This is an optimization exercise on Yosys and OpenROAD, whose aim is small area, not a production implementation.
Only simulation tests tie the RTL to the original design; equivalence was not proved. The flow treats the clock pin as an ideal source, which a real chip does not have.

==> run D <==
==> flow/design.v (excerpt) <==
module cfar_detector #(
    parameter DATA_WIDTH = 16,
    parameter GUARD_CELLS = 4,
    parameter REFERENCE_CELLS = 16
)(
    input wire clk,
    input wire rst_n,
    input wire enable,
    input wire [DATA_WIDTH-1:0] data_in,
    input wire data_valid,
    input wire [15:0] threshold_scale,
    output reg [15:0] detected_range,
    output reg [15:0] detected_velocity,
    output reg target_detected
);
==> flow/config.mk <==
export PLATFORM = sky130hd
export DESIGN_NAME = cfar_detector
export DESIGN_NICKNAME = cfar_detector
export VERILOG_FILES = /design/flow/design.v
export SDC_FILE = /design/flow/constraint.sdc
export NUM_CORES = 4
export LEC_CHECK = 0
export CAP_MARGIN = 20
export CORE_MARGIN = 2
export CORE_UTILIZATION = 60
export SLEW_MARGIN = 20
==> flow/constraint.sdc <==
create_clock -name core_clock -period 10.0 [get_ports {clk}]
set_input_delay 2.0000 -clock core_clock [delete_from_list [all_inputs] [get_ports {clk}]]
set_output_delay 2.0000 -clock core_clock [all_outputs]
set_load 0.01 [all_outputs]
standard.sh (not shown) runs the stock make flow with config.mk's settings and CLKGATE_MAP_FILE= SYNTH_SCRIPT=/design/flow/synth_recipe.tcl, a recipe that flattens the netlist after the stock synthesis.
==> flow/flow/run.sh <==
#!/bin/bash
# Standard ORFS layout with two changes: input/output port buffers use the
# smallest buffer cell, and clock tree synthesis uses small clock buffers
# without dummy loads.
set -euo pipefail
export BUFFER_PORTS_ARGS="-buffer_cell sky130_fd_sc_hd__buf_1"
export CTS_ARGS="-sink_clustering_enable -repair_clock_nets -dont_use_dummy_load -buf_list sky130_fd_sc_hd__clkbuf_4 ${CTS_EXTRA:-}"
bash standard.sh finish > standard_make.log 2>&1
==> inputs of run A, as changes to run D <==
==> flow/run.sh (new file) <==
#!/bin/bash
# synth_recipe.tcl (not shown) runs the flow's synth.tcl, then flattens the netlist and writes it again
# the make line also repeats each setting of config.mk as NAME=value (left out here)
make -C /OpenROAD-flow-scripts/flow DESIGN_CONFIG=/design/flow/config.mk WORK_HOME=/design/flow/orfs CLKGATE_MAP_FILE= SYNTH_SCRIPT=/design/flow/synth_recipe.tcl finish
--- a/flow/config.mk
+++ b/flow/config.mk
@@ -9,3 +9,4 @@
 export CORE_MARGIN = 2
-export CORE_UTILIZATION = 60
+export CORE_UTILIZATION = 40
+export CTS_BUF_LIST = sky130_fd_sc_hd__clkbuf_4
 export SLEW_MARGIN = 20
removed: flow/flow/run.sh
removed: flow/standard.sh
==> notes.md <==
In run D the utilization is higher than in run A, by 19 points.
Between run D and run A, the lower clock skew is in run A (gap 38 ps).
Between run A and run D, the lower worst hold slack is in run D (gap 28 ps).
Sequential share of layout area: run D is higher than run A (3.0 points).
In run D the global-route usage is higher than in run A, by 6.4 points.
In run A the via count is higher than in run D, by about 2.7%.
In sequential cell count, run D and run A do not differ.
Count of clock-buffer cells in the layout: run A is higher than run D (64).
Against run A, the non-clock buffer count of run D is higher by 1.
==> figures <==
| quantity | run A | run D |
|---|---|---|
| Met3 routed wirelength | 1.993 mm | 2.048 mm |
| Met1 track utilization from global routing | 19.52% | 28.67% |
| Worst Min Path Start | dly[7][14] | dly[23][13] |
| Critical path required time | 10,860 ps | 10,820 ps |
| Final std cells w/o fill | 2,986 | 2,539 |
| Fraction of met3 tracks used by global routing | 3.518% | 5.072% |
| DRC violation total after the first TritonRoute iteration | 945 | 884 |
| Clock buffer count from CTS | 170 | 174 |
| First-pass GRT wire length | 81.69 mm | 76.94 mm |
| Initial standard-cell utilization of the core | 40.30% | 60.34% |
| Amount of wire on met2 after detailed routing | 23.87 mm | 22.88 mm |
| Final-stage net count | 2,186 | 2,191 |
| Clock period minus final worst setup slack | 7910 ps | 7538 ps |
| Signed area change from the synthesized netlist to the final layout | 12.42% | 7.323% |
| Height of the die | 274.9 um | 225.2 um |
| Final worst-path cycle share | 79.10% | 75.38% |
| Outcome | complete, no violations | complete, no violations |
| Total instance count after detailed placement | 2,697 | 2,362 |
| Utilization after layout | 45.31% | 64.76% |

* * *

==> build 78 <==
cfar_detector, a different RTL version from the one above (not shown whole).
==> flow/design.v (excerpt) <==
module cfar_detector #(
    parameter DATA_WIDTH = 16,
    parameter GUARD_CELLS = 4,
    parameter REFERENCE_CELLS = 16
)(
    input wire clk,
    input wire rst_n,
    input wire enable,
    input wire [DATA_WIDTH-1:0] data_in,
    input wire data_valid,
    input wire [15:0] threshold_scale,
    output reg [15:0] detected_range,
    output reg [15:0] detected_velocity,
    output reg target_detected
);
clock: 10.0 ns
lec_check: 0
cap_margin: 20
core_margin: 2
core_utilization: 60
slew_margin: 20
==> flow/flow/run.sh <==
#!/bin/bash
# Standard ORFS layout with two changes: input/output port buffers use the
# smallest buffer cell, and clock tree synthesis uses small clock buffers
# without dummy loads.
set -euo pipefail
export BUFFER_PORTS_ARGS="-buffer_cell sky130_fd_sc_hd__buf_1"
export CTS_ARGS="-sink_clustering_enable -repair_clock_nets -dont_use_dummy_load -buf_list sky130_fd_sc_hd__clkbuf_16 -sink_clustering_size 28 -sink_clustering_max_diameter 70"
bash standard.sh finish > standard_make.log 2>&1
==> build 48: changes against build 78 <==
==> flow/flow/run.sh (replaced) <==
#!/bin/bash
# Standard ORFS layout with two changes: input/output port buffers use the
# smallest buffer cell, and clock tree synthesis uses small clock buffers
# without dummy loads.
set -euo pipefail
export BUFFER_PORTS_ARGS="-buffer_cell sky130_fd_sc_hd__buf_1"
export CTS_ARGS="-sink_clustering_enable -repair_clock_nets -dont_use_dummy_load -buf_list sky130_fd_sc_hd__clkbuf_8 -sink_clustering_size 16 -sink_clustering_max_diameter 60"
bash standard.sh finish > standard_make.log 2>&1
==> build 36: changes against build 78 <==
==> flow/flow/run.sh (replaced) <==
#!/bin/bash
# Standard ORFS layout with two changes: input/output port buffers use the
# smallest buffer cell, and clock tree synthesis uses small clock buffers
# without dummy loads.
set -euo pipefail
export BUFFER_PORTS_ARGS="-buffer_cell sky130_fd_sc_hd__buf_1"
export CTS_ARGS="-sink_clustering_enable -repair_clock_nets -dont_use_dummy_load -buf_list sky130_fd_sc_hd__clkbuf_16 -sink_clustering_size 36 -sink_clustering_max_diameter 90"
bash standard.sh finish > standard_make.log 2>&1
==> flow_metrics.tcl <==
set metrics [dict create \
    run_status "complete, no violations" \
    first_global_vias 12300 \
    drt-pass1-iter-count 5 \
    clock_latency_ns 0.61 \
    multi_input_area_share 0.219 \
    grt_util_met1 0.291 \
    setup_ws_ns 1.19 \
    fin_skew_ns 0.0769 \
    fill_cells 3296 \
]
the above is filed under build 36

==> flow_metrics.tcl <==
set metrics [dict create \
    run_status "complete, no violations" \
    setup_ws_ns 1.10 \
    first_global_vias 12500 \
    fill_cells 3254 \
    clock_latency_ns 0.57 \
]
the above is filed under build 78

==> flow_metrics.tcl <==
set metrics [dict create \
    run_status "complete, no violations" \
    drt-pass1-iter-count 7 \
    fin_skew_ns 0.0760 \
    clock_latency_ns 0.68 \
    fill_cells 3285 \
    die_y_microns 222 \
    cts_tree "built" \
    netlist.area_leader.share 0.692 \
    setup_ws_ns 1.23 \
    multi_input_area_share 0.218 \
]
the above is filed under build 48

-- static timing again, ports no longer ideal --
Ports are ideal in the flow. The routed layouts listed here were re-timed in OpenROAD.
Step 1 (the two cells are an assumption about what drives the block):
set clk [get_ports {clk}]
set_driving_cell -lib_cell sky130_fd_sc_hd__clkbuf_16 $clk
set_driving_cell -lib_cell sky130_fd_sc_hd__buf_2 [delete_from_list [all_inputs] $clk]
Step 2 adds t to the input delays and takes it off the output delays; t is the mean of the earliest and latest rising clock arrival at the registers after step 1. Input paths then give back, and output paths get back, about the clock's delay inside the block.
Slacks: ideal ports / drivers / drivers and shift; pairs: ideal ports / drivers.
run	t, ns	setup slack, ns	worst setup path at the end	pins driven straight from the clock port
run D	0.953	2.462 / 2.494 / 1.541	input to register	1
run A	0.994	2.090 / 2.113 / 1.119	input to register	1
build 78	0.595	1.104 / 1.118 / 0.523	input to register	1
build 48	0.673	1.235 / 1.244 / 0.570	input to register	1
build 36	0.625	1.193 / 1.208 / 0.583	input to register	1
After both steps every run listed still meets setup and hold. The setup slack of run A, which loses most, moves by +0.023 ns with the drivers and by -0.971 ns with both steps.
